What follows belongs to an exercise in optimizing a design on an open flow for small area; a production flow would make more cautious choices. In this exercise RTL edits were held to simulation tests only and were not proved equivalent to the original. In every run shown here, the design's own scripts or RTL, not TritonCTS, make the clock network. The clock port is modelled as an ideal driver, which makes a skipped or thinned clock tree look cheaper than it is; a real chip needs a root buffer or a tree. Power is estimated from default activity; no workload was simulated.

==> design.v <==
module	bombMatrixBitMap	(
					input	logic	clk,
					input	logic	resetN,
					input logic	[10:0] offsetX, 
					input logic	[10:0] offsetY,
					input	logic	InsideRectangle,  
					input logic enter_hit,  
					input	 logic signed 	[10:0]	topLeftX,  
					input	 logic signed	[10:0]	topLeftY,   
					input logic OneSecPulse,
					input logic addBombCollected,
					output logic [3:0] explosionIndexX,
					output logic [3:0] explosionIndexY,
					output logic explodeBomb,
					output	logic	drawingRequest,  
					output	logic	[7:0] RGBout   
 ) ;
	logic [7:0] pos0, pos1, pos2, pos3;  
	logic v0, v1, v2, v3;                
	logic a1, a2;                        
	logic [3:0] bomb_counter;
	logic limit4;                        
	logic [3:0] k_q;                     
	logic odd_q;                         
	logic [7:0] player_sq, pixel_sq;
	assign player_sq = {topLeftY[8:5], topLeftX[8:5]};
	assign pixel_sq  = {offsetY[8:5], offsetX[8:5]};
	logic occupied, below_limit, place;
	assign occupied = (v0 && pos0 == player_sq) || (v1 && pos1 == player_sq) ||
	                  (v2 && pos2 == player_sq);
	assign below_limit = !bomb_counter[3] && !bomb_counter[2] &&
	                     (limit4 || !(bomb_counter[1] && bomb_counter[0]));
	assign place = enter_hit && below_limit && !v3 && !occupied;
	logic pos0_gt_pos1;
	always_comb begin
		pos0_gt_pos1 = 1'b0;
		for (int i = 0; i < 8; i++)
			pos0_gt_pos1 = (pos0[i] ^ pos1[i]) ? pos0[i] : pos0_gt_pos1;
	end
	logic c0, c1, any_t1, pick0;
	assign c0 = v0;
	assign c1 = v1 && !a1;
	assign any_t1 = c0 || c1;
	assign pick0 = c0 && (!c1 || pos0_gt_pos1);
	logic [3:0] counter_inc, counter_dec;
	assign counter_inc = bomb_counter ^ {&bomb_counter[2:0], &bomb_counter[1:0], bomb_counter[0], 1'b1};
	assign counter_dec = bomb_counter ^ {~|bomb_counter[2:0], ~|bomb_counter[1:0], ~bomb_counter[0], 1'b1};
	logic [7:0] pos3_n;
	assign pos3_n = v3 ? pos3 : player_sq;
	logic h0, h1, h2, h3, hit, even;
	assign h0 = v0 && pos0 == pixel_sq;
	assign h1 = v1 && pos1 == pixel_sq;
	assign h2 = v2 && pos2 == pixel_sq;
	assign h3 = v3 && pos3 == pixel_sq;
	assign hit = h0 || h1 || h2 || h3;
	assign even = (h1 && a1) || (h2 && !a2);
	logic [3:0] k;
	bomb_shape shape (.y(offsetY[4:0]), .x(offsetX[4:0]), .k(k));
always_ff@(posedge clk or negedge resetN)
begin
	if(!resetN) begin
		k_q <= 4'd0;
		bomb_counter <= 0;
		v0 <= 0; v1 <= 0; v2 <= 0; v3 <= 0;
		explodeBomb <= 0;
		explosionIndexX <= 0;
		explosionIndexY <= 0;
		limit4 <= 0;
	end
	else begin
		if (addBombCollected) limit4 <= 1'b1;
		if (OneSecPulse) begin
			v0 <= v1 && a1;
			v1 <= v2;
			v2 <= v3 || place;
			v3 <= 1'b0;
			explodeBomb <= any_t1;
			if (any_t1) begin
				{explosionIndexY, explosionIndexX} <= pick0 ? pos0 : pos1;
				bomb_counter <= counter_dec;
			end
			else if (place) bomb_counter <= counter_inc;
		end
		else begin
			v3 <= v3 || place;
			if (place) bomb_counter <= counter_inc;
		end
		k_q <= (InsideRectangle && hit) ? k : 4'd0;
	end
end
always_ff@(posedge clk)
begin
	pos3 <= pos3_n;
	odd_q <= !even;   
	if (OneSecPulse) begin
		pos0 <= pos1;
		pos1 <= pos2;
		pos2 <= pos3_n;
		a1 <= a2;
		a2 <= !v3;
	end
end
	bomb_colour colour (.odd(odd_q), .k(k_q), .c(RGBout), .dr(drawingRequest));
endmodule
module bomb_shape (input logic [4:0] y, input logic [4:0] x, output logic [3:0] k);
	logic _000_;
	logic _001_;
	logic _002_;
	logic _003_;
	logic _004_;
	logic _005_;
	logic _006_;
	logic _007_;
	logic _008_;
	logic _009_;
	logic _010_;
	logic _011_;
	logic _012_;
	logic _013_;
	logic _014_;
	logic _015_;
	logic _016_;
	logic _017_;
	logic _018_;
	logic _019_;
	logic _020_;
	logic _021_;
	logic _022_;
	logic _023_;
	logic _024_;
	logic _025_;
	logic _026_;
	logic _027_;
	logic _028_;
	logic _029_;
	logic _030_;
	logic _031_;
	logic _032_;
	logic _033_;
	logic _034_;
	logic _035_;
	logic _036_;
	logic _037_;
	logic _038_;
	logic _039_;
	logic _040_;
	logic _041_;
	logic _042_;
	logic _043_;
	logic _044_;
	logic _045_;
	logic _046_;
	logic _047_;
	logic _048_;
	logic _049_;
	logic _050_;
	logic _051_;
	logic _052_;
	logic _053_;
	logic _054_;
	logic _055_;
	logic _056_;
	logic _057_;
	logic _058_;
	logic _059_;
	logic _060_;
	logic _061_;
	logic _062_;
	logic _063_;
	logic _064_;
	logic _065_;
	logic _066_;
	logic _067_;
	logic _068_;
	logic _069_;
	logic _070_;
	logic _071_;
	logic _072_;
	logic _073_;
	logic _074_;
	logic _075_;
	logic _076_;
	logic _077_;
	logic _078_;
	logic _079_;
	logic _080_;
	logic _081_;
	logic _082_;
	logic _083_;
	logic _084_;
	logic _085_;
	logic _086_;
	logic _087_;
	logic _088_;
	logic _089_;
	logic _090_;
	logic _091_;
	logic _092_;
	logic _093_;
	logic _094_;
	logic _095_;
	logic _096_;
	logic _097_;
	logic _098_;
	logic _099_;
	logic _100_;
	logic _101_;
	logic _102_;
	logic _103_;
	logic _104_;
	logic _105_;
	logic _106_;
	logic _107_;
	logic _108_;
	logic _109_;
	logic _110_;
	logic _111_;
	logic _112_;
	logic _113_;
	logic _114_;
	logic _115_;
	logic _116_;
	logic _117_;
	logic _118_;
	logic _119_;
	logic _120_;
	logic _121_;
	logic _122_;
	logic _123_;
	logic _124_;
	logic _125_;
	logic _126_;
	logic _127_;
	logic _128_;
	logic _129_;
	logic _130_;
	logic _131_;
	logic _132_;
	logic _133_;
	logic _134_;
	logic _135_;
	logic _136_;
	logic _137_;
	logic _138_;
	logic _139_;
	logic _140_;
	logic _141_;
	logic _142_;
	logic _143_;
	logic _144_;
	logic _145_;
	logic _146_;
	logic _147_;
	logic _148_;
	logic _149_;
	logic _150_;
	logic _151_;
	logic _152_;
	logic _153_;
	logic _154_;
	logic _155_;
	logic _156_;
	logic _157_;
	logic _158_;
	logic _159_;
	logic _160_;
	logic _161_;
	logic _162_;
	logic _163_;
	logic _164_;
	logic _165_;
	logic _166_;
	logic _167_;
	logic _168_;
	logic _169_;
	logic _170_;
	logic _171_;
	logic _172_;
	logic _173_;
	logic _174_;
	logic _175_;
	logic _176_;
	logic _177_;
	logic _178_;
	logic _179_;
	logic _180_;
	logic _181_;
	logic _182_;
	logic _183_;
	logic _184_;
	logic _185_;
	logic _186_;
	logic _187_;
	logic _188_;
	logic _189_;
	logic _190_;
	logic _191_;
	logic _192_;
	logic _193_;
	logic _194_;
	logic _195_;
	logic _196_;
	logic _197_;
	logic _198_;
	logic _199_;
	logic _200_;
	logic _201_;
	logic _202_;
	logic _203_;
	logic _204_;
	logic _205_;
	logic _206_;
	logic _207_;
	logic _208_;
	logic _209_;
	logic _210_;
	logic _211_;
	logic _212_;
	logic _213_;
	logic _214_;
	logic _215_;
	logic _216_;
	logic _217_;
	logic _218_;
	logic _219_;
	logic _220_;
	assign _050_ = ~y[4];
	assign _061_ = ~(y[2] | y[1]);
	assign _071_ = ~y[0];
	assign _082_ = ~x[4];
	assign _093_ = x[1] & x[0];
	assign _104_ = ~(x[1] | x[0]);
	assign _114_ = _104_ | _093_;
	assign _125_ = ~(x[4] ^ x[2]);
	assign _136_ = x[4] | ~(x[3]);
	assign _146_ = x[3] | ~(x[4]);
	assign _147_ = ~(_146_ & _136_);
	assign _148_ = _147_ | _125_;
	assign _149_ = ~(_148_ | _114_);
	assign _150_ = ~x[1];
	assign _151_ = ~x[3];
	assign _152_ = x[2] | x[0];
	assign _153_ = _152_ | _151_;
	assign _154_ = _150_ & ~(_153_);
	assign _155_ = ~((_154_ & _082_) | _149_);
	assign _156_ = x[4] | ~(x[2]);
	assign _157_ = x[2] | ~(x[4]);
	assign _158_ = ~(_157_ & _156_);
	assign _159_ = x[3] & ~(x[4]);
	assign _160_ = _146_ & ~(_159_);
	assign _161_ = _158_ & ~(_160_);
	assign _162_ = _071_ & ~(_161_);
	assign _163_ = _157_ | x[1];
	assign _164_ = ~(x[1] & x[2]);
	assign _165_ = _164_ | x[4];
	assign _166_ = ~(_165_ & _163_);
	assign _167_ = _166_ & _162_;
	assign _168_ = ~(x[1] | x[2]);
	assign _169_ = ~(_168_ & x[0]);
	assign _170_ = ~(y[0] & x[0]);
	assign _171_ = ~(_170_ & _159_);
	assign _172_ = ~(_171_ | _169_);
	assign _173_ = ~(_172_ | _167_);
	assign _174_ = ~((_155_ | _071_) & _173_);
	assign _175_ = ~((_174_ & _061_) | _050_);
	assign _176_ = x[1] ^ x[2];
	assign _177_ = y[3] & ~(_176_);
	assign _178_ = ~_177_;
	assign _179_ = ~y[3];
	assign _180_ = _160_ | _071_;
	assign _181_ = ~((_180_ & _179_) | _050_);
	assign _182_ = ~(y[2] & y[1]);
	assign _183_ = _182_ | _071_;
	assign _184_ = _177_ & ~(_183_);
	assign _185_ = ~((_184_ & _149_) | (_181_ & _178_));
	assign _186_ = ~(x[1] | y[0]);
	assign _187_ = ~_186_;
	assign _188_ = x[2] & x[0];
	assign _189_ = x[4] ? _093_ : _104_;
	assign _190_ = _161_ & ~(_189_);
	assign _191_ = y[2] | ~(y[1]);
	assign _192_ = _191_ | _146_;
	assign _193_ = _192_ | _190_;
	assign _194_ = ~((_188_ & _187_) | _193_);
	assign _195_ = ~_164_;
	assign _196_ = x[0] | ~(x[1]);
	assign _197_ = ~(_196_ & _159_);
	assign _198_ = _195_ & ~(_197_);
	assign _199_ = _183_ | ~(_198_);
	assign _200_ = y[1] | ~(y[2]);
	assign _201_ = ~(_200_ | _146_);
	assign _202_ = ~(_186_ & _152_);
	assign _203_ = x[1] ^ y[0];
	assign _204_ = _203_ & ~(_168_);
	assign _205_ = _202_ & ~(_204_);
	assign _206_ = _205_ | ~(_201_);
	assign _207_ = ~(_206_ & _199_);
	assign _208_ = ~((_207_ | _194_) & _179_);
	assign k[2] = ~((_208_ & _185_) | _175_);
	assign _209_ = _125_ & ~(_176_);
	assign _210_ = ~((_209_ & y[0]) | _200_);
	assign _211_ = _210_ | ~(_183_);
	assign _212_ = y[0] | ~(x[1]);
	assign _213_ = ~((_104_ | _093_) & _212_);
	assign _214_ = _213_ | _136_;
	assign _215_ = _157_ | _150_;
	assign _216_ = x[4] & ~(x[3]);
	assign _217_ = _216_ & ~(_188_);
	assign _218_ = _215_ & ~(_217_);
	assign _219_ = ~(_218_ & _156_);
	assign _220_ = _214_ & ~(_219_);
	assign _000_ = _170_ & ~(_215_);
	assign _001_ = _000_ | _161_;
	assign _002_ = _146_ | y[0];
	assign _003_ = ~((_002_ & _165_) | _213_);
	assign _004_ = _156_ | y[0];
	assign _005_ = ~((_004_ | _114_) & (_186_ | _136_));
	assign _006_ = _005_ | _003_;
	assign _007_ = ~(_006_ | _001_);
	assign _008_ = ~((_007_ | _182_) & (_220_ | _191_));
	assign _009_ = ~((_006_ | _001_) & _211_);
	assign _010_ = _164_ & ~(x[3]);
	assign _011_ = ~((_010_ & _009_) | x[4]);
	assign _012_ = ~((_008_ | _211_) & _011_);
	assign _013_ = ~_061_;
	assign _014_ = x[3] | ~(x[2]);
	assign _015_ = _014_ | ~(_093_);
	assign _016_ = _015_ & ~(_154_);
	assign _017_ = _016_ | _071_;
	assign _018_ = ~(_197_ | _176_);
	assign _019_ = _176_ | _071_;
	assign _020_ = _212_ | _152_;
	assign _021_ = ~((_020_ & _019_) | _136_);
	assign _022_ = _021_ | _018_;
	assign _023_ = _017_ & ~(_022_);
	assign _024_ = _013_ & ~(_163_);
	assign _025_ = _179_ & ~(_216_);
	assign _026_ = _025_ & ~(_024_);
	assign _027_ = ~((_023_ | _013_) & _026_);
	assign _028_ = _027_ | ~(_012_);
	assign _029_ = ~_182_;
	assign _030_ = ~_152_;
	assign _031_ = x[3] ? _030_ : _188_;
	assign _032_ = ~((_031_ & y[0]) | _167_);
	assign _033_ = _149_ & ~(_013_);
	assign _034_ = ~(_191_ | _176_);
	assign _035_ = _032_ ? _033_ : _034_;
	assign _036_ = ~((_035_ | y[2]) & (_029_ | _125_));
	assign _037_ = ~(y[2] & y[0]);
	assign _038_ = ~((_093_ & x[4]) | _037_);
	assign _039_ = _147_ & ~(_038_);
	assign _040_ = _039_ & _036_;
	assign _041_ = y[4] & y[3];
	assign _042_ = ~((_032_ | _013_) & _041_);
	assign _043_ = _201_ & ~(_202_);
	assign _044_ = ~((_169_ & x[3]) | _082_);
	assign _045_ = ~(_171_ | x[2]);
	assign _046_ = ~((_014_ | _196_) & y[1]);
	assign _047_ = _046_ | _045_;
	assign _048_ = _047_ | _018_;
	assign _049_ = _048_ | _044_;
	assign _051_ = ~(y[3] & y[2]);
	assign _052_ = _049_ & ~(_051_);
	assign _053_ = ~(_209_ | _180_);
	assign _054_ = _053_ & ~(_220_);
	assign _055_ = ~y[1];
	assign _056_ = ~(_164_ & _216_);
	assign _057_ = _056_ & ~(y[0]);
	assign _058_ = _136_ | _104_;
	assign _059_ = _058_ & _057_;
	assign _060_ = ~((_059_ | _055_) & y[3]);
	assign _062_ = ~((_060_ | _054_) & (_052_ | _043_));
	assign _063_ = y[3] ? _176_ : _014_;
	assign _064_ = _063_ | _191_;
	assign _065_ = _054_ & ~(_064_);
	assign _066_ = _065_ | ~(_062_);
	assign _067_ = ~((_066_ | y[4]) & (_042_ | _040_));
	assign k[1] = _028_ & ~(_067_);
	assign _068_ = x[3] & ~(_215_);
	assign _069_ = ~y[2];
	assign _070_ = y[0] | x[0];
	assign _072_ = _069_ & ~(_070_);
	assign _073_ = _150_ & ~(_156_);
	assign _074_ = ~((_072_ | _012_) & _073_);
	assign _075_ = _074_ & ~(_068_);
	assign _076_ = _188_ | ~(_152_);
	assign _077_ = ~((_076_ | _183_) & _013_);
	assign _078_ = _172_ & ~(_200_);
	assign _079_ = _078_ | y[3];
	assign _080_ = _175_ & ~(_079_);
	assign _081_ = ~((_077_ | _075_) & _080_);
	assign _083_ = ~(_161_ & _071_);
	assign _084_ = ~(_083_ & _016_);
	assign _085_ = ~(_200_ | _160_);
	assign _086_ = ~((_158_ | _071_) & _085_);
	assign _087_ = ~(_086_ | _084_);
	assign _088_ = _087_ | ~(_041_);
	assign _089_ = ~(_209_ & _071_);
	assign _090_ = _159_ & ~(_186_);
	assign _091_ = _006_ | _001_;
	assign _092_ = _016_ | _216_;
	assign _094_ = ~((_092_ | _090_) & (_091_ | _002_));
	assign _095_ = ~((_094_ & _029_) | (_089_ & _085_));
	assign _096_ = _095_ | _054_;
	assign _097_ = _161_ & ~(_191_);
	assign _098_ = ~((_097_ & _019_) | (_198_ & _061_));
	assign _099_ = ~((_098_ & _096_) | (_193_ & _179_));
	assign _100_ = _164_ & ~(x[0]);
	assign _101_ = ~((_100_ & _203_) | (_186_ & x[2]));
	assign _102_ = _201_ & ~(_101_);
	assign _103_ = _199_ & ~(_102_);
	assign _105_ = ~((_103_ | y[3]) & _050_);
	assign _106_ = ~((_105_ | _099_) & (_088_ | _035_));
	assign k[0] = _081_ & ~(_106_);
	assign _107_ = _010_ | ~(_218_);
	assign _108_ = _107_ & ~(x[4]);
	assign _109_ = ~((_107_ | _082_) & _210_);
	assign _110_ = ~((_108_ & _074_) | _109_);
	assign _111_ = _018_ | _154_;
	assign _112_ = _057_ & ~(_111_);
	assign _113_ = ~(_165_ & y[0]);
	assign _115_ = ~((_113_ | _044_) & (_015_ | _082_));
	assign _116_ = _115_ | _013_;
	assign _117_ = ~(_116_ | _112_);
	assign _118_ = _117_ | _008_;
	assign _119_ = ~((_118_ | _110_) & y[4]);
	assign _120_ = _159_ | _071_;
	assign _121_ = ~(_120_ | _166_);
	assign _122_ = ~((_190_ & y[1]) | _198_);
	assign _123_ = ~((_122_ | _121_) & _069_);
	assign _124_ = _179_ & ~(_102_);
	assign _126_ = _168_ | _136_;
	assign _127_ = ~(_126_ | _162_);
	assign _128_ = _093_ & ~(_004_);
	assign _129_ = ~(_128_ | _045_);
	assign _130_ = ~((_070_ | _146_) & _029_);
	assign _131_ = _130_ | ~(_129_);
	assign _132_ = ~((_131_ | _111_) & (_127_ | y[1]));
	assign _133_ = ~((_132_ & _056_) | _124_);
	assign _134_ = ~(_164_ & _179_);
	assign _135_ = ~((_134_ | _193_) & (_050_ | _179_));
	assign _137_ = ~((_133_ & _123_) | _135_);
	assign _138_ = ~_180_;
	assign _139_ = _023_ & _146_;
	assign _140_ = _087_ & ~(_189_);
	assign _141_ = _084_ & ~(_191_);
	assign _142_ = ~((_141_ | _140_) & (_139_ | _138_));
	assign _143_ = _121_ | _013_;
	assign _144_ = ~((_129_ & _162_) | _143_);
	assign _145_ = _041_ & ~(_144_);
	assign k[3] = ~((_145_ & _142_) | (_137_ & _119_));
endmodule
module bomb_colour (input logic odd, input logic [3:0] k, output logic [7:0] c, output logic dr);
	logic _00_;
	logic _01_;
	logic _02_;
	logic _03_;
	logic _04_;
	logic _05_;
	logic _06_;
	logic _07_;
	logic _08_;
	logic _09_;
	logic _10_;
	logic _11_;
	logic _12_;
	logic _13_;
	logic _14_;
	logic _15_;
	logic _16_;
	logic _17_;
	logic _18_;
	logic _19_;
	logic _20_;
	logic _21_;
	logic _22_;
	logic _23_;
	assign _00_ = k[3] | k[2];
	assign _01_ = ~(k[1] & odd);
	assign _02_ = ~(_01_ | _00_);
	assign _03_ = k[3] & k[2];
	assign _04_ = k[0] | k[1];
	assign _05_ = _04_ & ~(_03_);
	assign _06_ = odd | ~(k[1]);
	assign _07_ = ~odd;
	assign _08_ = ~(k[3] | k[0]);
	assign _09_ = ~((_08_ | _03_) & (k[1] | _07_));
	assign _10_ = ~(k[2] | odd);
	assign _11_ = ~((_10_ | k[0]) & _06_);
	assign _12_ = ~((_11_ & k[3]) | (_09_ & k[2]));
	assign _13_ = ~((_12_ | _06_) & _05_);
	assign c[6] = _13_ | _02_;
	assign _14_ = ~((k[1] | _07_) & _00_);
	assign c[5] = _14_ | _13_;
	assign _15_ = ~k[1];
	assign _16_ = ~((_08_ | _03_) & (k[0] | _15_));
	assign c[4] = ~_16_;
	assign _17_ = ~(_09_ & k[2]);
	assign c[3] = ~((_16_ & _17_) | (k[1] & _07_));
	assign _18_ = _01_ & ~(_08_);
	assign c[2] = ~((_18_ | k[2]) & _12_);
	assign c[1] = ~(_04_ | _00_);
	assign dr = ~c[1];
	assign _19_ = k[3] & ~(_01_);
	assign _20_ = ~(_19_ | k[2]);
	assign _21_ = ~(k[3] & k[2]);
	assign _22_ = ~((_21_ | _15_) & k[0]);
	assign c[0] = ~((_22_ | _20_) & dr);
	assign _23_ = _19_ | ~(_05_);
	assign c[7] = _23_ | c[3];
endmodule
==> flow/run.sh <==
#!/bin/bash
# The standard layout (standard.sh), with two changes:
# - ports are buffered with buf_1 instead of the default port buffer cell;
# - the clock tree is two clkbuf_16 buffers fed by the clock port (clock_buffers.tcl,
#   run as ORFS's PRE_CTS_TCL hook) instead of TritonCTS's H-tree;
# - before that, cells are downsized where slew and capacitance limits allow (downsize.tcl).
set -e
export BUFFER_PORTS_ARGS="-buffer_cell sky130_fd_sc_hd__buf_1"
export PRE_CTS_TCL="$(pwd)/flow/clock_buffers.tcl"
bash standard.sh > standard.log 2>&1
==> flow/clock_buffers.tcl <==
# PRE_CTS_TCL hook: area recovery (downsize.tcl), then a flat clock distribution
# in place of TritonCTS's H-tree.
# The clock port drives two clkbuf_16 buffers; each drives half of the flip-flops
# (split by x position) and is placed at their centre (detailed placement, run
# after CTS in cts.tcl, legalizes it). Both buffers are alike and load-balanced, so
# every register's clock arrives at (nearly) the same time.
proc insert_clock_buffers { cell nbuf } {
  set block [ord::get_db_block]
  set master [[ord::get_db] findMaster $cell]
  set clknet [$block findNet clk]
  set sinks {}
  foreach it [$clknet getITerms] {
    set bb [[$it getInst] getBBox]
    lappend sinks [list [expr {([$bb xMin] + [$bb xMax]) / 2}] [expr {([$bb yMin] + [$bb yMax]) / 2}] $it]
  }
  set sinks [lsort -integer -index 0 $sinks]
  set n [llength $sinks]
  for {set g 0} {$g < $nbuf} {incr g} {
    set lo [expr {$g * $n / $nbuf}]
    set hi [expr {($g + 1) * $n / $nbuf - 1}]
    set grp [lrange $sinks $lo $hi]
    set inst [odb::dbInst_create $block $master clkbuf_leaf_$g]
    set net [odb::dbNet_create $block clknet_leaf_$g]
    $net setSigType CLOCK
    set xs 0; set ys 0
    foreach s $grp {
      set it [lindex $s 2]
      $it disconnect
      $it connect $net
      set xs [expr {$xs + [lindex $s 0]}]
      set ys [expr {$ys + [lindex $s 1]}]
    }
    [$inst findITerm A] connect $clknet
    [$inst findITerm X] connect $net
    set m [llength $grp]
    $inst setLocation [expr {$xs / $m}] [expr {$ys / $m}]
    $inst setPlacementStatus PLACED
    puts "clock buffer clkbuf_leaf_$g ($cell) drives $m clock pins"
  }
}

source [file join [file dirname [info script]] downsize.tcl]
downsize_all

insert_clock_buffers sky130_fd_sc_hd__clkbuf_16 2

# cts.tcl calls clock_tree_synthesis next; the tree is already built.
rename clock_tree_synthesis tritoncts_clock_tree_synthesis
proc clock_tree_synthesis { args } {
  puts "clock_tree_synthesis skipped: clock buffers inserted by clock_buffers.tcl"
  set_propagated_clock [all_clocks]
}
==> flow/downsize.tcl <==
# Area recovery before CTS: swap each combinational cell to the smallest drive
# strength of its function, then undo the swap on the driver of every pin that has a
# max-slew or max-capacitance violation, until none is left. Port buffers, clock
# buffers and flip-flops are left as they are.
proc downsize_violators { } {
  set rpt [report_check_types -max_slew -max_capacitance -violators]
  set drivers {}
  foreach line [split $rpt "\n"] {
    if {[regexp {^(\S+/\S+)\s+[-0-9.]+\s+[-0-9.]+\s+[-0-9.]+\s+\(VIOLATED\)} $line -> p]} {
      set pin [get_pins -quiet $p]
      if {$pin eq ""} { continue }
      foreach net [get_nets -quiet -of_objects $pin] {
        foreach d [get_pins -quiet -of_objects $net -filter "direction==output"] {
          lappend drivers [get_full_name [get_cells -of_objects $d]]
        }
      }
    }
  }
  return [lsort -unique $drivers]
}
proc downsize_all { } {
  set swapped [dict create]
  foreach inst [get_cells *] {
    set name [get_full_name $inst]
    if {[string match clkbuf_leaf_* $name] || [string match input* $name] || [string match output* $name]} { continue }
    set lc [get_property $inst ref_name]
    if {![regexp {^(sky130_fd_sc_hd__[a-z0-9]+)_([0-9]+)$} $lc -> base drv]} { continue }
    if {[string match *df* $base] || [string match *clk* $base] || [string match *dly* $base]} { continue }
    foreach d {0 1} {
      if {$d >= $drv} { break }
      set cand ${base}_$d
      if {[llength [get_lib_cells -quiet */$cand]] == 0} { continue }
      replace_cell $inst $cand
      dict set swapped $name $lc
      break
    }
  }
  puts "downsize: swapped [dict size $swapped] cells"
  for {set iter 0} {$iter < 20} {incr iter} {
    estimate_parasitics -placement
    set undo 0
    foreach name [downsize_violators] {
      if {[dict exists $swapped $name]} {
        replace_cell [get_cells $name] [dict get $swapped $name]
        dict unset swapped $name
        incr undo
      }
    }
    puts "downsize: pass $iter restored $undo cells"
    if {$undo == 0} { break }
  }
  puts "downsize: kept [dict size $swapped] swaps"
}
==> standard.sh <==
#!/bin/bash
# synth_recipe.tcl (not shown) runs the flow's synth.tcl, then flattens the netlist and writes it again
# the make line also repeats each setting of config.mk as NAME=value (left out here)
make -C /OpenROAD-flow-scripts/flow DESIGN_CONFIG=/design/flow/config.mk WORK_HOME=/design/flow/orfs CLKGATE_MAP_FILE= SYNTH_SCRIPT=/design/flow/synth_recipe.tcl "${@:-finish}"
==> config.mk <==
export PLATFORM = sky130hd
export DESIGN_NAME = bombMatrixBitMap
export DESIGN_NICKNAME = bombMatrixBitMap
export VERILOG_FILES = /design/flow/design.v
export SDC_FILE = /design/flow/constraint.sdc
export NUM_CORES = 4
export LEC_CHECK = 0
export ABC_AREA = 1
export CAP_MARGIN = 20
export CORE_MARGIN = 2
export CORE_UTILIZATION = 60
export SLEW_MARGIN = 20
==> constraint.sdc <==
create_clock -name core_clock -period 10.0 [get_ports {clk}]
set_input_delay 2.0000 -clock core_clock [delete_from_list [all_inputs] [get_ports {clk}]]
set_output_delay 2.0000 -clock core_clock [all_outputs]
set_load 0.01 [all_outputs]
==> reports/results.ini, run 1 <==
[job]
maxCapViolations=0

[grt]
grt_pass1_wl_um=20000
grt_util_all_layers_pct=32.8
grt_pass1_vias=3954
grt_overflow=0
grt_max_degree=36
antenna_found_initial=0

[critical_path]
critPathRequiredTime_ps=10060
crit_path_end_kind=flip-flop
slowest_delay_ps=450
crit_path_cell_trace=buf_1 -> inv_1 -> ha_1 -> nor2_1 -> a21oi_1 -> nand3_1 -> nand2_1 -> a21oi_1 -> nand3_1 -> nand2_1 -> o21ai_0 -> a21oi_1 -> nor2_1
crit_buf_inv=2
worst_path_max_delay_cell=buf_1
cpMostUsedCell=a21oi_1
worstPathArrival_ps=4360
startpoint_type=input port
critical_path_class=in -> reg
critPathTopFamily=buffers and inverters
cp_max_fo=13

[clock_tree]
postCtsHoldBufs=0
cts_resized=0
clkLatencyLatePin_ps=170
clkSlewWorstSetupHoldPaths_ps=110
post_cts_buffers=0

[power]
power_density_mw_per_mm2=145
comb_power_share_pct=33.9
pwr-share-clk_pct=14.3
finalPower_uw=654
p_switching_uw=241
p_int_uw=413
switching_share_pct=36.8
leakagePower_nw=2.07
vdd_drop_max_mv=0.103
seqPwrFrac_pct=51.8

[drt]
drtPass1Iterations=6
viasPerCell=5.98
post-route-drc-count=0
drt_iter0_drc=448
wirelength_um=12400
routed-via-count=4363
antenna_left=0
avgRoutedWirePerCell_um=17.0

[timing]
max_slew.worst_pin.slew_ps=716
rsz0062_at_grt=false
slew_headroom_pct=52.2
finalHoldViolCount=0
finalMaxSlewViolations=0
fmax_mhz=233
skew_ps=6.11
tns_ps=0
setup_violations=0
fin_crit_sh_pct=43.0
period_needed_ps=4300

[yosys]
synth_top_area_share_pct=18.4
postSynthAreaPerCell_um2=7.22
syn_inst=587
synth_top_cell_by_area=edfxtp_1
yosysWarnings=1
synth.yosys.seq_area_share_pct=35.7
synth_most_common_cell=nand2_1
yosys-top-cells-area=edfxtp_1, dfrtp_1, nand2_1
synthTopCellsByCount=nand2_1, inv_1, nor2_1
ys_seq_elements=57
netlist_area_mm2=0.00424
syn_nets=655
synth_edf_count=26
ys_types=46
synthArstFlopShare_pct=38.6
synth_top_flop_cell=edfxtp_1

[placement]
place.gp.congestion=0.998
dp_cells=725
port_buffers=49
postPlaceCellArea_mm2=0.00452
hpwl_um=9940

[cells_and_area]
drive_above_1_share_pct=0.948
instances_no_fill=729
final_area_mm2=0.00449
area_growth_syn_to_layout_pct=6.09
nNetsFinal=703
antenna_cells=0
fillCellCount=610
final_util_pct=66.1

[die]
ios=68
die-height_um=88.0
dieArea_mm2=0.00775
initial_utilization_pct=62.3
die_x_um=88.0
core.rowCount=30
core_area_mm2=0.00679

[min_path]
hold_class=reg -> reg

[outcome]
status=timing/DRC/antenna clean

layer usage:
layer | wire length, um | up-vias | GRT usage (%)
met5 | 0 | - | 0
met4 | 172 | 0 | 4.13
met3 | 1110 | 23 | 4.34
met2 | 5410 | 229 | 50.9
met1 | 5730 | 2044 | 50.3
li1 | - | 2067 | -
cell families after synthesis:
family | count (synthesis) | share of synthesized area, %
XOR/XNOR | 20 | 4.14
flip-flops | 57 | 35.7
AND/OR/NAND/NOR | 268 | 27.9
AO/OA/AOI/OAI | 121 | 17.7
buffers and inverters | 103 | 9.34
adder cells (fa/ha/maj) | 18 | 5.32
power by group through the flow:
stage | logic [mW] | clock network [mW] | registers [mW]
5_1_grt | 0.253 | 0.104 | 0.344
4_1_cts | 0.217 | 0.0939 | 0.337
2_1_floorplan | 0.153 | 0 | 0.336
3_5_place_dp | 0.222 | 0 | 0.343
6_report | 0.222 | 0.0934 | 0.339
3_3_place_gp | 0.213 | 0 | 0.339
path summary, 6_finish.rpt:
check	slack [ps]	to	depth (start not counted)	start
max in group asynchronous	7290	bomb_counter[2]	2	resetN
min in group asynchronous	1730	explosionIndexY[0]	1	resetN
hold / removal	470	a1	0	a2
hold reg to reg	470	a1	0	a2
setup / recovery	5700	k_q[0]	13	offsetY[0]
setup reg to reg	7930	k_q[0]	10	v3
final cells by class:
type,instances,area (um2),share of cell area [%]
tap,96,120,2.67
timing repair buffer,53,221,4.93
sequential,57,1510,33.6
buffer,2,50.0,1.11
inverter,94,353,7.85
multi-input combinational,427,2240,49.8
placed cells by master (no fill, tap or decap), types with 2 or more instances in the layout:
cell type / count
nand2_1: 146
inv_1: 93
nor2_1: 56
nand3_1: 50
buf_1: 49
o21ai_0: 31
a21oi_1: 29
o22ai_1: 28
edfxtp_1: 26
dfrtp_1: 22
ha_1: 18
xnor2_1: 16
o2111ai_1: 9
dfxtp_1: 9
nand4_1: 7
o211ai_1: 6
nor3_1: 5
a31oi_1: 5
xor2_1: 4
o31ai_1: 3
a211oi_1: 2
clkbuf_16: 2
clkbuf_2: 2
sequential cells by signal, summed over array words and instances, names as in the netlist, 4 cells and up:
name / cells
pos2: 8
pos3: 8
explosionIndexX: 4
pos0: 8
k_q: 4
bomb_counter: 4
pos1: 8
explosionIndexY: 4
metrics by stage:
| step | hold slack [ps] | worst slack (ps) |
|---|---|---|
| after floorplan | 426 | 6510 |
| after global placement | 430 | 5740 |
| after detailed placement | 447 | 5780 |
| after CTS | 471 | 4720 |
| after global routing | 491 | 5490 |
| final | 474 | 5700 |
==> run 2, diff against run 1 <==
==> flow/run.sh (replaced) <==
#!/bin/bash
# The standard layout (standard.sh), with these changes:
# - after floorplanning, the combinational logic is re-mapped for area with OpenROAD's
#   restructure (restructure.tcl, ORFS's POST_FLOORPLAN_TCL hook); registers are kept;
# - ports are buffered with buf_1 instead of the default port buffer cell;
# - before CTS, cells are downsized where slew and capacitance limits allow
#   (downsize.tcl), and the clock tree is two clkbuf_16 buffers fed by the clock port
#   (clock_buffers.tcl, ORFS's PRE_CTS_TCL hook) instead of TritonCTS's H-tree.
set -e
export BUFFER_PORTS_ARGS="-buffer_cell sky130_fd_sc_hd__buf_1"
export POST_FLOORPLAN_TCL="$(pwd)/flow/restructure.tcl"
export RMP_DIR="$(pwd)/rmp"
export PRE_CTS_TCL="$(pwd)/flow/clock_buffers.tcl"
bash standard.sh > standard.log 2>&1
==> flow/libfilter.py (new file) <==
#!/usr/bin/env python3
# libfilter.py IN.lib OUT.lib CELL...
# Copies a Liberty file without the cell groups named on the command line (the
# platform's DONT_USE_CELLS), so that restructure's ABC run cannot map to them.
import sys
src, dst, drop = sys.argv[1], sys.argv[2], set(sys.argv[3:])
out = []
lines = open(src).read().split('\n')
i = 0
while i < len(lines):
    l = lines[i]
    s = l.strip()
    if s.startswith('cell ') or s.startswith('cell('):
        name = s[s.index('(') + 1:s.index(')')].strip().strip('"')
        if name in drop:
            depth = l.count('{') - l.count('}')
            i += 1
            while depth > 0 and i < len(lines):
                depth += lines[i].count('{') - lines[i].count('}')
                i += 1
            continue
    out.append(l)
    i += 1
open(dst, 'w').write('\n'.join(out))
==> flow/restructure.tcl (new file) <==
# POST_FLOORPLAN_TCL hook: area-driven re-mapping of the combinational logic with
# OpenROAD's restructure (ABC), before placement. Registers are not touched.
# ABC gets the platform library without its don't-use cells (libfilter.py).
set rmp_dir $::env(RMP_DIR)
file mkdir $rmp_dir
set rmp_lib [file join $rmp_dir lib_no_dont_use.lib]
set src_lib [lindex $::env(LIB_FILES) 0]
exec python3 [file join [file dirname [info script]] libfilter.py] $src_lib $rmp_lib {*}$::env(DONT_USE_CELLS)
puts "restructure: design area before"
report_design_area
set tielo [lindex $::env(TIELO_CELL_AND_PORT) 0]/[lindex $::env(TIELO_CELL_AND_PORT) 1]
set tiehi [lindex $::env(TIEHI_CELL_AND_PORT) 0]/[lindex $::env(TIEHI_CELL_AND_PORT) 1]
set cwd [pwd]
cd $rmp_dir
restructure -target area -liberty_file $rmp_lib -tielo_port $tielo -tiehi_port $tiehi \
  -work_dir $rmp_dir -abc_logfile [file join $rmp_dir abc.log]
cd $cwd
puts "restructure: design area after"
report_design_area
==> run 2 against run 1 <==
Still clean. Synthesized area unchanged. Sequential share of layout area increased by 3.3 points. Routed wire length decreased by 4.7%. Worst hold slack got worse by 0.58 ps. Flip-flop and latch count unchanged. Sequential power increased by 2%. Design area decreased by 8.9%. Critical path type unchanged.
==> reports/results.ini, run 2 <==
[yosys]
synth_top_area_share_pct=18.4
yosys-top-cells-area=edfxtp_1, dfrtp_1, nand2_1
synth_edf_count=26
synth_top_cell_by_area=edfxtp_1
ys_types=46
ys_seq_elements=57
synthTopCellsByCount=nand2_1, inv_1, nor2_1
postSynthAreaPerCell_um2=7.22
yosysWarnings=1
syn_inst=587
synth_top_flop_cell=edfxtp_1
synth_most_common_cell=nand2_1
netlist_area_mm2=0.00424
synthArstFlopShare_pct=38.6
syn_nets=655
synth.yosys.seq_area_share_pct=35.7

[timing]
period_needed_ps=5650
finalHoldViolCount=0
setup_violations=0
fin_crit_sh_pct=56.5
max_slew.worst_pin.slew_ps=892
fmax_mhz=177
setup_ws_ps=4350
rsz0062_at_grt=false
skew_ps=4.98
holdWs_ps=473
tns_ps=0
finalMaxSlewViolations=0
slew_headroom_pct=40.3

[placement]
place.gp.congestion=1.01
hpwl_um=9220
pre_cts_ws_ps=4380
postPlaceCellArea_mm2=0.00404
port_buffers=49

[min_path]
hold_class=reg -> reg

[critical_path]
critical_path_class=in -> reg
cp_max_fo=8
slowest_delay_ps=690
critPathCapture=k_q[3]
critPathRequiredTime_ps=10050
r2r-start=v3
reg2reg_to=bomb_counter[3]
rrSetupSlack_ps=7270
startpoint_type=input port
crit_path_end_kind=flip-flop
worstPathArrival_ps=5700
rr_worst_depth=9
cp-startpoint=offsetX[4]
crit_path_cell_trace=buf_1 -> clkinv_1 -> o21ai_0 -> clkinv_1 -> nor2_1 -> nor3_1 -> o21ai_0 -> a32oi_1 -> nand2_1 -> o311ai_0 -> a31oi_1 -> nor3_1 -> o221ai_1 -> a31oi_1 -> o311a_1
worst_path_max_delay_cell=o21ai_0

[job]
maxCapViolations=0

[drt]
avgRoutedWirePerCell_um=19.8
post-route-drc-count=0
routed-via-count=3986
drt_iter0_drc=649
viasPerCell=6.65
wirelength_um=11800
antenna_left=0
drtPass1Iterations=6

[grt]
grt_overflow=0
antenna_found_initial=0
grt_max_degree=32
grt_pass1_vias=3666
grt_util_all_layers_pct=30.7
grt_pass1_wl_um=18800

[power]
p_int_uw=420
switching_share_pct=36.2
seqPwrFrac_pct=52.8
pwr-share-clk_pct=13.9
vdd_drop_max_mv=0.112
comb_power_share_pct=33.3
leakagePower_nw=1.34
p_switching_uw=238
power_density_mw_per_mm2=161

[cells_and_area]
antenna_cells=0
final_area_mm2=0.00409
drive_above_1_share_pct=0.795
area_growth_syn_to_layout_pct=-3.40
final_cell_mix=clkinv_1, nor2_1, buf_1, o21ai_0, o22ai_1
fillCellCount=638
nNetsFinal=555
layout_commonest_cell=clkinv_1
final_util_pct=60.2

[clock_tree]
cts_resized=0
postCtsHoldBufs=0
post_cts_buffers=0
clkSlewWorstSetupHoldPaths_ps=100
clkLatencyLatePin_ps=160

[die]
core.rowCount=30
ios=68
initial_utilization_pct=62.3
core_area_mm2=0.00679
die_x_um=88.0
die-height_um=88.0
dieArea_mm2=0.00775

[outcome]
status=timing/DRC/antenna clean

run 2: changes by cell type in the layout (fill, tap and decap cells not counted), sizes merged, moves of 11 or more:
cell,delta
inv,-93
ha,-18
xnor2,-15
o221ai,+11
clkinv,+84
nand2,-127
nand3,-43
run 2: how the worst min path moves through the flow:
stage	cells after the start	slack [ps]	to	startpoint
after global routing	0	480	a1	a2
after detailed placement	0	450	pos1[3]	pos2[3]
after global placement	0	440	pos1[3]	pos2[3]
after CTS	0	470	pos1[3]	pos2[3]
final	0	470	pos1[3]	pos2[3]
after floorplan	0	430	a1	a2
run 2: cell type report:
cell class / count / area (um2) / share of cell area [%]
flip-flops and latches: 57 / 1510 / 36.9
plain buffers: 2 / 50.0 / 1.22
well taps: 96 / 120 / 2.94
repair buffers: 50 / 190 / 4.65
multi-input cells: 309 / 1900 / 46.5
inverters: 85 / 319 / 7.80
run 2: per-stage QoR:
step                      power, mW  cells
after detailed placement      0.565    597
after CTS                     0.655    599
after global routing          0.703    599
after global placement        0.559    597
after floorplan               0.489    587
final                         0.658    599
run 2: layer usage:
metal	part of all wire [%]	GRT usage (%)	routed length, um	up-vias
met5	0	0	0	-
met4	1.6	5.51	186	0
met3	11	6.31	1270	28
met2	43	46.9	5140	227
met1	44	45.7	5240	1865
li1	-	-	-	1866
run 2: worst max-delay path, delay by kind of cell:
kind	cells	cell delay, ps
buffers and inverters	3	800
AOI/OAI and AO/OA	8	2340
and+or+nand+nor	4	560
run 2: cell families after synthesis:
kind of cell / share of synthesized area (%)
AOI/OAI and AO/OA: 17.7
xor gates and xnor gates: 4.14
adders and majority gates: 5.32
buffers and inverters: 9.34
DFF: 35.7
and+or+nand+nor: 27.9
run 2: power by group through the flow:
stage	sequential (mW)	clock (mW)	combinational, mW
2_1_floorplan	0.336	0	0.153
3_5_place_dp	0.351	0	0.214
5_1_grt	0.355	0.102	0.245
6_report	0.347	0.0913	0.219
4_1_cts	0.346	0.0934	0.216
3_3_place_gp	0.348	0	0.211
==> run 3, diff against run 2 <==
==> design.v (replaced) <==
module	bombMatrixBitMap	(
					input	logic	clk,
					input	logic	resetN,
					input logic	[10:0] offsetX, 
					input logic	[10:0] offsetY,
					input	logic	InsideRectangle,  
					input logic enter_hit,  
					input	 logic signed 	[10:0]	topLeftX,  
					input	 logic signed	[10:0]	topLeftY,   
					input logic OneSecPulse,
					input logic addBombCollected,
					output logic [3:0] explosionIndexX,
					output logic [3:0] explosionIndexY,
					output logic explodeBomb,
					output	logic	drawingRequest,  
					output	logic	[7:0] RGBout   
 ) ;
	logic [7:0] pos0, pos1, pos2, pos3;  
	logic v0, v1, v2, v3;                
	logic a1, a2;                        
	logic [3:0] bomb_counter;
	logic limit4;                        
	logic [3:0] k_q;                     
	logic odd_q;                         
	logic [7:0] player_sq, pixel_sq;
	assign player_sq = {topLeftY[8:5], topLeftX[8:5]};
	assign pixel_sq  = {offsetY[8:5], offsetX[8:5]};
	logic occupied, below_limit, place;
	assign occupied = (v0 && pos0 == player_sq) || (v1 && pos1 == player_sq) ||
	                  (v2 && pos2 == player_sq);
	assign below_limit = !bomb_counter[3] && !bomb_counter[2] &&
	                     (limit4 || !(bomb_counter[1] && bomb_counter[0]));
	assign place = enter_hit && below_limit && !v3 && !occupied;
	logic pos0_gt_pos1;
	always_comb begin
		pos0_gt_pos1 = 1'b0;
		for (int i = 0; i < 8; i++)
			pos0_gt_pos1 = (pos0[i] ^ pos1[i]) ? pos0[i] : pos0_gt_pos1;
	end
	logic c0, c1, any_t1, pick0;
	assign c0 = v0;
	assign c1 = v1 && !a1;
	assign any_t1 = c0 || c1;
	assign pick0 = c0 && (!c1 || pos0_gt_pos1);
	logic [3:0] counter_inc, counter_dec;
	assign counter_inc = bomb_counter ^ {&bomb_counter[2:0], &bomb_counter[1:0], bomb_counter[0], 1'b1};
	assign counter_dec = bomb_counter ^ {~|bomb_counter[2:0], ~|bomb_counter[1:0], ~bomb_counter[0], 1'b1};
	logic [7:0] pos3_n;
	assign pos3_n = v3 ? pos3 : player_sq;
	logic h0, h1, h2, h3, hit, even;
	assign h0 = v0 && pos0 == pixel_sq;
	assign h1 = v1 && pos1 == pixel_sq;
	assign h2 = v2 && pos2 == pixel_sq;
	assign h3 = v3 && pos3 == pixel_sq;
	assign hit = h0 || h1 || h2 || h3;
	assign even = (h1 && a1) || (h2 && !a2);
	logic [3:0] k;
	bomb_shape shape (.y(offsetY[4:0]), .x(offsetX[4:0]), .k(k));
always_ff@(posedge clk or negedge resetN)
begin
	if(!resetN) begin
		k_q <= 4'd0;
		bomb_counter <= 0;
		v0 <= 0; v1 <= 0; v2 <= 0; v3 <= 0;
		explodeBomb <= 0;
		explosionIndexX <= 0;
		explosionIndexY <= 0;
		limit4 <= 0;
	end
	else begin
		if (addBombCollected) limit4 <= 1'b1;
		if (OneSecPulse) begin
			v0 <= v1 && a1;
			v1 <= v2;
			v2 <= v3 || place;
			v3 <= 1'b0;
			explodeBomb <= any_t1;
			if (any_t1) begin
				{explosionIndexY, explosionIndexX} <= pick0 ? pos0 : pos1;
				bomb_counter <= counter_dec;
			end
			else if (place) bomb_counter <= counter_inc;
		end
		else begin
			v3 <= v3 || place;
			if (place) bomb_counter <= counter_inc;
		end
		k_q <= (InsideRectangle && hit) ? k : 4'd0;
	end
end
always_ff@(posedge clk)
begin
	pos3 <= pos3_n;
	odd_q <= !even;   
	if (OneSecPulse) begin
		pos0 <= pos1;
		pos1 <= pos2;
		pos2 <= pos3_n;
		a1 <= a2;
		a2 <= !v3;
	end
end
	bomb_colour colour (.odd(odd_q), .k(k_q), .c(RGBout), .dr(drawingRequest));
endmodule
module bomb_shape (input logic [4:0] y, input logic [4:0] x, output logic [3:0] k);
	logic _000_;
	logic _001_;
	logic _002_;
	logic _003_;
	logic _004_;
	logic _005_;
	logic _006_;
	logic _007_;
	logic _008_;
	logic _009_;
	logic _010_;
	logic _011_;
	logic _012_;
	logic _013_;
	logic _014_;
	logic _015_;
	logic _016_;
	logic _017_;
	logic _018_;
	logic _019_;
	logic _020_;
	logic _021_;
	logic _022_;
	logic _023_;
	logic _024_;
	logic _025_;
	logic _026_;
	logic _027_;
	logic _028_;
	logic _029_;
	logic _030_;
	logic _031_;
	logic _032_;
	logic _033_;
	logic _034_;
	logic _035_;
	logic _036_;
	logic _037_;
	logic _038_;
	logic _039_;
	logic _040_;
	logic _041_;
	logic _042_;
	logic _043_;
	logic _044_;
	logic _045_;
	logic _046_;
	logic _047_;
	logic _048_;
	logic _049_;
	logic _050_;
	logic _051_;
	logic _052_;
	logic _053_;
	logic _054_;
	logic _055_;
	logic _056_;
	logic _057_;
	logic _058_;
	logic _059_;
	logic _060_;
	logic _061_;
	logic _062_;
	logic _063_;
	logic _064_;
	logic _065_;
	logic _066_;
	logic _067_;
	logic _068_;
	logic _069_;
	logic _070_;
	logic _071_;
	logic _072_;
	logic _073_;
	logic _074_;
	logic _075_;
	logic _076_;
	logic _077_;
	logic _078_;
	logic _079_;
	logic _080_;
	logic _081_;
	logic _082_;
	logic _083_;
	logic _084_;
	logic _085_;
	logic _086_;
	logic _087_;
	logic _088_;
	logic _089_;
	logic _090_;
	logic _091_;
	logic _092_;
	logic _093_;
	logic _094_;
	logic _095_;
	logic _096_;
	logic _097_;
	logic _098_;
	logic _099_;
	logic _100_;
	logic _101_;
	logic _102_;
	logic _103_;
	logic _104_;
	logic _105_;
	logic _106_;
	logic _107_;
	logic _108_;
	logic _109_;
	logic _110_;
	logic _111_;
	logic _112_;
	logic _113_;
	logic _114_;
	logic _115_;
	logic _116_;
	logic _117_;
	logic _118_;
	logic _119_;
	logic _120_;
	logic _121_;
	logic _122_;
	logic _123_;
	logic _124_;
	logic _125_;
	logic _126_;
	logic _127_;
	logic _128_;
	logic _129_;
	logic _130_;
	logic _131_;
	logic _132_;
	logic _133_;
	logic _134_;
	logic _135_;
	logic _136_;
	logic _137_;
	logic _138_;
	logic _139_;
	logic _140_;
	logic _141_;
	logic _142_;
	logic _143_;
	logic _144_;
	logic _145_;
	logic _146_;
	logic _147_;
	logic _148_;
	logic _149_;
	logic _150_;
	logic _151_;
	logic _152_;
	logic _153_;
	logic _154_;
	logic _155_;
	logic _156_;
	logic _157_;
	logic _158_;
	logic _159_;
	logic _160_;
	logic _161_;
	logic _162_;
	logic _163_;
	logic _164_;
	logic _165_;
	logic _166_;
	logic _167_;
	logic _168_;
	logic _169_;
	logic _170_;
	logic _171_;
	logic _172_;
	logic _173_;
	logic _174_;
	logic _175_;
	logic _176_;
	logic _177_;
	logic _178_;
	logic _179_;
	logic _180_;
	logic _181_;
	logic _182_;
	logic _183_;
	logic _184_;
	logic _185_;
	logic _186_;
	logic _187_;
	logic _188_;
	logic _189_;
	logic _190_;
	logic _191_;
	logic _192_;
	logic _193_;
	logic _194_;
	logic _195_;
	logic _196_;
	logic _197_;
	logic _198_;
	logic _199_;
	logic _200_;
	logic _201_;
	logic _202_;
	logic _203_;
	logic _204_;
	logic _205_;
	logic _206_;
	logic _207_;
	logic _208_;
	logic _209_;
	logic _210_;
	logic _211_;
	logic _212_;
	logic _213_;
	logic _214_;
	logic _215_;
	logic _216_;
	assign _049_ = x[3] | ~(x[4]);
	assign _060_ = x[3] & ~(x[4]);
	assign _071_ = _049_ & ~(_060_);
	assign _081_ = ~y[1];
	assign _092_ = y[1] & ~(y[2]);
	assign _103_ = ~_092_;
	assign _113_ = ~(x[1] & x[0]);
	assign _124_ = x[2] & ~(_113_);
	assign _135_ = _103_ & ~(_124_);
	assign _141_ = x[4] | x[2];
	assign _142_ = x[4] & x[2];
	assign _143_ = _142_ | ~(_141_);
	assign _144_ = _143_ | _071_;
	assign _145_ = ~(_144_ | _135_);
	assign _146_ = ~(_145_ & x[1]);
	assign _147_ = x[4] & ~(x[3]);
	assign _148_ = ~(x[2] & x[0]);
	assign _149_ = ~(_148_ & _147_);
	assign _150_ = ~x[4];
	assign _151_ = x[4] & x[1];
	assign _152_ = x[2] ? _150_ : _151_;
	assign _153_ = _149_ & ~(_152_);
	assign _154_ = ~_153_;
	assign _155_ = ~y[0];
	assign _156_ = ~x[3];
	assign _157_ = ~(x[1] | x[0]);
	assign _158_ = x[2] | ~(x[3]);
	assign _159_ = _157_ & ~(_158_);
	assign _160_ = ~((_124_ & _156_) | _159_);
	assign _161_ = _142_ & ~(_157_);
	assign _162_ = _161_ & ~(x[3]);
	assign _163_ = _160_ & ~(_162_);
	assign _164_ = _155_ & ~(_163_);
	assign _165_ = ~_060_;
	assign _166_ = ~_157_;
	assign _167_ = ~x[1];
	assign _168_ = ~(y[0] & x[0]);
	assign _169_ = _167_ ? x[0] : _168_;
	assign _170_ = ~((_169_ | _165_) & _153_);
	assign _171_ = ~((_170_ | _165_) & (_158_ | _166_));
	assign _172_ = ~((_164_ & _154_) | _171_);
	assign _173_ = ~(x[2] | x[0]);
	assign _174_ = y[0] | ~(x[1]);
	assign _175_ = _173_ & ~(_174_);
	assign _176_ = ~(y[0] | x[2]);
	assign _177_ = _176_ | x[1];
	assign _178_ = _177_ & ~(_175_);
	assign _179_ = ~(_178_ | _158_);
	assign _180_ = _168_ & ~(_157_);
	assign _181_ = x[4] | ~(x[2]);
	assign _182_ = _181_ | x[3];
	assign _183_ = _174_ & ~(_182_);
	assign _184_ = ~((_183_ & _180_) | (_179_ & _172_));
	assign _185_ = ~((_124_ | _049_) & y[0]);
	assign _186_ = _184_ & ~(_185_);
	assign _187_ = ~((_186_ & _146_) | _081_);
	assign _188_ = x[1] & ~(_168_);
	assign _189_ = _060_ | ~(_049_);
	assign _190_ = _141_ & ~(_142_);
	assign _191_ = x[1] | y[0];
	assign _192_ = ~((_191_ & _060_) | (_190_ & _189_));
	assign _193_ = _192_ | _188_;
	assign _194_ = x[4] & ~(_157_);
	assign _195_ = ~(_157_ & _150_);
	assign _196_ = ~(_195_ & _191_);
	assign _197_ = ~((_194_ & y[0]) | _196_);
	assign _198_ = ~((_197_ & _142_) | (_193_ & _049_));
	assign _199_ = ~((_143_ | _155_) & _198_);
	assign _200_ = ~((x[1] & x[2]) | _049_);
	assign _201_ = y[1] | ~(y[2]);
	assign _202_ = x[1] | ~(y[0]);
	assign _203_ = ~((_202_ & x[3]) | _141_);
	assign _204_ = ~(_203_ | _201_);
	assign _205_ = _060_ & ~(_176_);
	assign _206_ = ~((_205_ & _204_) | (_200_ & y[2]));
	assign _207_ = ~(_206_ & _199_);
	assign _208_ = ~(y[0] | x[0]);
	assign _209_ = _151_ & ~(_208_);
	assign _210_ = ~(_195_ & _145_);
	assign _211_ = ~((_210_ | _209_) & _206_);
	assign _212_ = _211_ | y[2];
	assign _213_ = ~(y[2] & y[1]);
	assign _214_ = ~_213_;
	assign _215_ = _200_ | y[0];
	assign _216_ = ~(_113_ & x[2]);
	assign _000_ = _216_ & ~(_157_);
	assign _001_ = ~((_000_ & _060_) | _215_);
	assign _002_ = y[3] & ~(_001_);
	assign _003_ = ~((_214_ | _199_) & _002_);
	assign _004_ = _212_ & ~(_003_);
	assign _005_ = ~((_207_ | _187_) & _004_);
	assign _006_ = _005_ | ~(_071_);
	assign _007_ = _196_ | _182_;
	assign _008_ = _197_ | _158_;
	assign _009_ = _155_ & ~(_195_);
	assign _010_ = y[2] | y[1];
	assign _011_ = ~_010_;
	assign _012_ = _011_ & ~(_188_);
	assign _013_ = _009_ | ~(_012_);
	assign _014_ = ~((_008_ & _007_) | _013_);
	assign _015_ = _213_ | _155_;
	assign _016_ = _173_ | _049_;
	assign _017_ = x[1] ^ x[2];
	assign _018_ = ~(_017_ & _092_);
	assign _019_ = _018_ | _016_;
	assign _020_ = _019_ & _015_;
	assign _021_ = _145_ & ~(_020_);
	assign _022_ = ~_168_;
	assign _023_ = _216_ | _103_;
	assign _024_ = ~((_166_ & _155_) | (_167_ & x[2]));
	assign _025_ = ~((_024_ | _201_) & (_023_ | _022_));
	assign _026_ = _025_ & ~(_049_);
	assign _027_ = _026_ | _021_;
	assign _028_ = _027_ & ~(y[3]);
	assign _029_ = ~((_014_ & y[4]) | _028_);
	assign _030_ = y[4] & y[3];
	assign _031_ = ~_030_;
	assign _032_ = y[4] & ~(y[3]);
	assign _033_ = ~(_032_ & _195_);
	assign _034_ = ~((_031_ | _017_) & _033_);
	assign k[2] = ~((_029_ & _006_) | _034_);
	assign _035_ = _092_ & ~(_155_);
	assign _036_ = _035_ & ~(_160_);
	assign _037_ = ~_113_;
	assign _038_ = _160_ & _143_;
	assign _039_ = y[0] ? _190_ : _038_;
	assign _040_ = _201_ | _071_;
	assign _041_ = _040_ | ~(_039_);
	assign _042_ = ~((_037_ & x[4]) | _041_);
	assign _043_ = _143_ | y[1];
	assign _044_ = ~((_043_ | _042_) & (_036_ | _103_));
	assign _045_ = _044_ & ~(_071_);
	assign _046_ = _045_ | _031_;
	assign _047_ = ~((x[4] & y[1]) | _204_);
	assign _048_ = _190_ & ~(_017_);
	assign _050_ = _048_ | _189_;
	assign _051_ = ~x[2];
	assign _052_ = ~((_167_ & _051_) | (x[0] & _156_));
	assign _053_ = _155_ & ~(_052_);
	assign _054_ = ~(_053_ | _050_);
	assign _055_ = _170_ & ~(_103_);
	assign _056_ = _055_ | y[3];
	assign _057_ = _214_ & ~(_053_);
	assign _058_ = ~((_057_ | _056_) & _050_);
	assign _059_ = ~((_054_ | _047_) & _058_);
	assign _061_ = _167_ ? x[2] : _148_;
	assign _062_ = _061_ | _165_;
	assign _063_ = _049_ & ~(_175_);
	assign _064_ = ~((_017_ | _155_) & _063_);
	assign _065_ = _062_ & ~(_064_);
	assign _066_ = ~((_045_ | _031_) & _065_);
	assign _067_ = ~((_050_ & _011_) | _014_);
	assign _068_ = _184_ & ~(_067_);
	assign _069_ = ~((_068_ & _066_) | (_059_ & _046_));
	assign _070_ = ~(_092_ & _155_);
	assign _072_ = ~((_092_ | _155_) & _167_);
	assign _073_ = _070_ & ~(_072_);
	assign _074_ = ~((_073_ & _028_) | y[4]);
	assign k[1] = ~((_074_ & _005_) | _069_);
	assign _075_ = _213_ | _163_;
	assign _076_ = ~((_164_ | _081_) & y[2]);
	assign _077_ = _199_ ? _075_ : _076_;
	assign _078_ = ~(_077_ & y[3]);
	assign _079_ = ~((_005_ & _145_) | _078_);
	assign _080_ = ~y[4];
	assign _082_ = ~y[3];
	assign _083_ = _168_ & ~(_049_);
	assign _084_ = _201_ | ~(_083_);
	assign _085_ = ~((_084_ | _178_) & _082_);
	assign _086_ = ~((_085_ | _021_) & _080_);
	assign _087_ = ~_182_;
	assign _088_ = ~((_041_ & _167_) | _158_);
	assign _089_ = ~((_148_ | y[0]) & y[2]);
	assign _090_ = _173_ | ~(_148_);
	assign _091_ = ~((_090_ | _015_) & (x[4] | _167_));
	assign _093_ = ~((_089_ & _081_) | _091_);
	assign _094_ = ~((_088_ | _087_) & _093_);
	assign _095_ = _023_ | ~(_009_);
	assign _096_ = _095_ & ~(_014_);
	assign _097_ = ~(_096_ & _094_);
	assign _098_ = _048_ & ~(_070_);
	assign _099_ = ~((_098_ & _071_) | _036_);
	assign _100_ = _099_ & _041_;
	assign _101_ = ~((_010_ | _184_) & _100_);
	assign _102_ = ~((_101_ & _030_) | (_097_ & _032_));
	assign k[0] = ~((_086_ | _079_) & _102_);
	assign _104_ = ~_019_;
	assign _105_ = _214_ & ~(_172_);
	assign _106_ = _211_ | ~(_085_);
	assign _107_ = ~((_106_ | _105_) & (_085_ | _104_));
	assign _108_ = _181_ | _167_;
	assign _109_ = ~_062_;
	assign _110_ = _215_ | _159_;
	assign _111_ = ~((_110_ | _109_) & _011_);
	assign _112_ = ~((_108_ & _186_) | _111_);
	assign _114_ = ~((x[4] | _167_) & _071_);
	assign _115_ = _094_ & ~(_114_);
	assign _116_ = ~(_209_ & x[2]);
	assign _117_ = ~(_116_ & _204_);
	assign _118_ = _157_ | y[0];
	assign _119_ = _037_ ? _155_ : _118_;
	assign _120_ = _191_ | _149_;
	assign _121_ = ~(_151_ & _051_);
	assign _122_ = ~((_022_ | _121_) & _192_);
	assign _123_ = _120_ & ~(_122_);
	assign _125_ = ~((_119_ | _181_) & _123_);
	assign _126_ = ~((_125_ & _214_) | _056_);
	assign _127_ = ~((_117_ | _115_) & _126_);
	assign _128_ = ~((_127_ | _112_) & y[4]);
	assign _129_ = _048_ & ~(_010_);
	assign _130_ = ~(_208_ | _196_);
	assign _131_ = ~((_129_ | _042_) & _130_);
	assign _132_ = _176_ | _150_;
	assign _133_ = _132_ & ~(_010_);
	assign _134_ = ~((_133_ | _036_) & _189_);
	assign _136_ = ~_124_;
	assign _137_ = _156_ ? _136_ : _000_;
	assign _138_ = _070_ | _143_;
	assign _139_ = ~((_138_ | _137_) & _030_);
	assign _140_ = _134_ & ~(_139_);
	assign k[3] = ~((_140_ & _131_) | (_128_ & _107_));
endmodule
module bomb_colour (input logic odd, input logic [3:0] k, output logic [7:0] c, output logic dr);
	logic _00_;
	logic _01_;
	logic _02_;
	logic _03_;
	logic _04_;
	logic _05_;
	logic _06_;
	logic _07_;
	logic _08_;
	logic _09_;
	logic _10_;
	logic _11_;
	logic _12_;
	logic _13_;
	logic _14_;
	logic _15_;
	logic _16_;
	logic _17_;
	logic _18_;
	logic _19_;
	logic _20_;
	logic _21_;
	logic _22_;
	logic _23_;
	assign _00_ = k[3] | k[2];
	assign _01_ = ~(k[1] & odd);
	assign _02_ = ~(_01_ | _00_);
	assign _03_ = k[3] & k[2];
	assign _04_ = k[0] | k[1];
	assign _05_ = _04_ & ~(_03_);
	assign _06_ = odd | ~(k[1]);
	assign _07_ = ~odd;
	assign _08_ = ~(k[3] | k[0]);
	assign _09_ = ~((_08_ | _03_) & (k[1] | _07_));
	assign _10_ = ~(k[2] | odd);
	assign _11_ = ~((_10_ | k[0]) & _06_);
	assign _12_ = ~((_11_ & k[3]) | (_09_ & k[2]));
	assign _13_ = ~((_12_ | _06_) & _05_);
	assign c[6] = _13_ | _02_;
	assign _14_ = ~((k[1] | _07_) & _00_);
	assign c[5] = _14_ | _13_;
	assign _15_ = ~k[1];
	assign _16_ = ~((_08_ | _03_) & (k[0] | _15_));
	assign c[4] = ~_16_;
	assign _17_ = ~(_09_ & k[2]);
	assign c[3] = ~((_16_ & _17_) | (k[1] & _07_));
	assign _18_ = _01_ & ~(_08_);
	assign c[2] = ~((_18_ | k[2]) & _12_);
	assign c[1] = ~(_04_ | _00_);
	assign dr = ~c[1];
	assign _19_ = k[3] & ~(_01_);
	assign _20_ = ~(_19_ | k[2]);
	assign _21_ = ~(k[3] & k[2]);
	assign _22_ = ~((_21_ | _15_) & k[0]);
	assign c[0] = ~((_22_ | _20_) & dr);
	assign _23_ = _19_ | ~(_05_);
	assign c[7] = _23_ | c[3];
endmodule
==> run 3 against run 2 <==
Still clean on timing, DRC and antenna. Maximum frequency fell by 1.0%. Combinational power fell by 39%. Cell count fell by 1.5%. Worst hold slack got worse by 3.7 ps. Critical path type unchanged. Critical endpoint unchanged. Largest power group unchanged.
==> reports/results.ini, run 3 <==
[drt]
antenna_left=0
post-route-drc-count=0
drt_iter0_drc=608
wirelength_um=11600
drtPass1Iterations=8
avgRoutedWirePerCell_um=19.7
routed-via-count=4067
viasPerCell=6.89

[yosys]
yosysWarnings=1
synthTopCellsByCount=nand2_1, inv_1, nand3_1
synth.yosys.seq_area_share_pct=35.8
syn_inst=590
synth_top_flop_cell=edfxtp_1
ys_seq_elements=57
synth_most_common_cell=nand2_1
postSynthAreaPerCell_um2=7.16
synth_top_area_share_pct=18.5
yosys-top-cells-area=edfxtp_1, nand2_1, dfrtp_1
synth_edf_count=26
syn_nets=654
synthArstFlopShare_pct=38.6
ys_types=47
netlist_area_mm2=0.00422
synth_top_cell_by_area=edfxtp_1

[placement]
pre_cts_ws_ps=4370
place.gp.congestion=1.02
port_buffers=49
hpwl_um=8810

[grt]
grtUsageMet3_pct=5.28
grt_overflow=0
grt_max_degree=32
grt_use_met1_pct=42.8
grt-busiest-layer=met2
grt_util_all_layers_pct=29.6
grt_pass1_vias=3697
grt_use_met2_pct=46.3
grt_pass1_wl_um=18500
antenna_found_initial=0

[timing]
finalHoldViolCount=0
finalMaxSlewViolations=0
tns_ps=0
rsz0062_at_grt=false
fin_crit_sh_pct=57.0
period_needed_ps=5700
skew_ps=8.41
fmax_mhz=175
max_slew.worst_pin.slew_ps=778
slew_headroom_pct=48.2
setup_violations=0
setup_ws_ps=4300

[die]
core_area_mm2=0.00679
core.rowCount=30
die-height_um=87.9
die_x_um=87.9
initial_utilization_pct=62.1
ios=68
dieArea_mm2=0.00772

[cells_and_area]
nNetsFinal=546
final_cell_mix=clkinv_1, o22ai_1, nor2_1, buf_1, o21ai_0
antenna_cells=0
layout_commonest_cell=clkinv_1
area_growth_syn_to_layout_pct=-4.12
drive_above_1_share_pct=0.810

[power]
seqPwrFrac_pct=56.3
comb_power_share_pct=25.8
p_switching_uw=161
p_int_uw=357
pwr-share-clk_pct=17.9
vdd_drop_max_mv=0.0690
leakagePower_nw=1.31
finalPower_uw=518
switching_share_pct=31.1
power_density_mw_per_mm2=128

[min_path]
min_path_cells=0
hold_class=reg -> reg
min_to=a1
hp-start=a2

[critical_path]
critical_path_class=in -> reg
worstPathArrival_ps=5820
rr_worst_depth=10
r2r-start=pos1[1]
reg2reg_to=explosionIndexX[0]
crit_path_end_kind=flip-flop
critPathRequiredTime_ps=10110
startpoint_type=input port
rrSetupSlack_ps=7240
cp_max_fo=15

[clock_tree]
clkSlewWorstSetupHoldPaths_ps=100
post_cts_buffers=0
cts_resized=0
postCtsHoldBufs=0
clkLatencyLatePin_ps=170

[job]
maxCapViolations=0

[outcome]
status=timing/DRC/antenna clean

run 3: power by group through the flow:
| stage | Combinational [mW] | Sequential [mW] | Clock [mW] |
|---|---|---|---|
| CTS | 0.131 | 0.291 | 0.0932 |
| floorplan | 0.140 | 0.326 | 0 |
| global placement | 0.129 | 0.296 | 0 |
| finish | 0.133 | 0.292 | 0.0929 |
| detailed placement | 0.130 | 0.297 | 0 |
| global route | 0.147 | 0.295 | 0.103 |
run 3: metrics by stage:
| stage | util, % | hold WS (ps) | cell area (um2) | instances |
|---|---|---|---|---|
| final | 59.6 | 469 | 4050 | 590 |
| after global routing | 59.6 | 489 | 4050 | 590 |
| after CTS | 59.5 | 471 | 4050 | 590 |
| after detailed placement | 59.0 | 446 | 4010 | 588 |
| after global placement | 59.0 | 441 | 4010 | 588 |
| after floorplan | - | 427 | 4220 | 590 |
run 3: worst max-delay path: stages:
cell and delay [ps]:
buf_1 490, clkinv_1 600, nor2_1 500, clkinv_1 210, nor2_1 240, nor2_1 90
a31oi_1 180, o31ai_1 130, nor3_1 210, or2_0 280, o32ai_1 180, o21ai_0 210
a21oi_1 90, o21ai_0 220, o311a_1 200
run 3: cell type report:
class                           count  area, um2
Sequential cell                    57       1510
Multi-Input combinational cell    300       1860
Timing Repair Buffer               52        198
Buffer                              2       50.0
Tap cell                           96        120
Inverter                           83        312
Fill cell                         604       2750
run 3: kinds of logic after synthesis:
logic type	count (synthesis)	share of synthesized area, %
AO/OA/AOI/OAI	134	19.3
XOR/XNOR	18	3.73
adder cells (fa/ha/maj)	14	4.15
buffers and inverters	104	10.1
flip-flops	57	35.8
AND/OR/NAND/NOR	263	26.9
run 3: worst max-delay path by stage:
stage / to / slack [ps] / start
after floorplan: k_q[0] / 6400 / offsetX[2]
after global placement: k_q[3] / 4240 / offsetY[0]
after detailed placement: k_q[3] / 4370 / offsetY[0]
after CTS: k_q[3] / 4550 / offsetY[0]
after global routing: k_q[3] / 4150 / offsetY[0]
final: k_q[3] / 4300 / offsetY[0]
run 3: routing by layer:
metal | up-vias | share of wire [%]
met1 | 1844 | 41
met2 | 337 | 44
met3 | 49 | 13
met4 | 0 | 2.7
li1 | 1837 | -
met5 | - | 0

-- separate check: timing with driven ports --
No port has a modelled driver above. Below, the same layouts with a new extraction and two added sets of constraints. Step 1: set_driving_cell puts a clkbuf_16 on clk and a buf_2 on each other input, an assumption about the parent block. Step 2 also shifts input and output timing later by t, the mid clock arrival at the registers, as if the neighbouring blocks saw the same clock. Three values: ideal ports, drivers, drivers and shift; two values: the first two.
run	t (ns)	slack for setup (ns)	worst register clock-pin slew, ns	worst slew at a driven data input, ns	pins driven straight from the clock port
run 1	0.220	5.704 / 5.737 / 5.517	0.11 / 0.11	0.03	2
run 2	0.215	4.352 / 4.385 / 4.170	0.10 / 0.10	0.03	2
run 3	0.219	4.296 / 4.327 / 4.108	0.10 / 0.10	0.03	2
After both steps setup and hold are still met in every run listed. The setup slack of run 3, which loses most, moves by +0.031 ns with the drivers and by -0.188 ns with both steps.
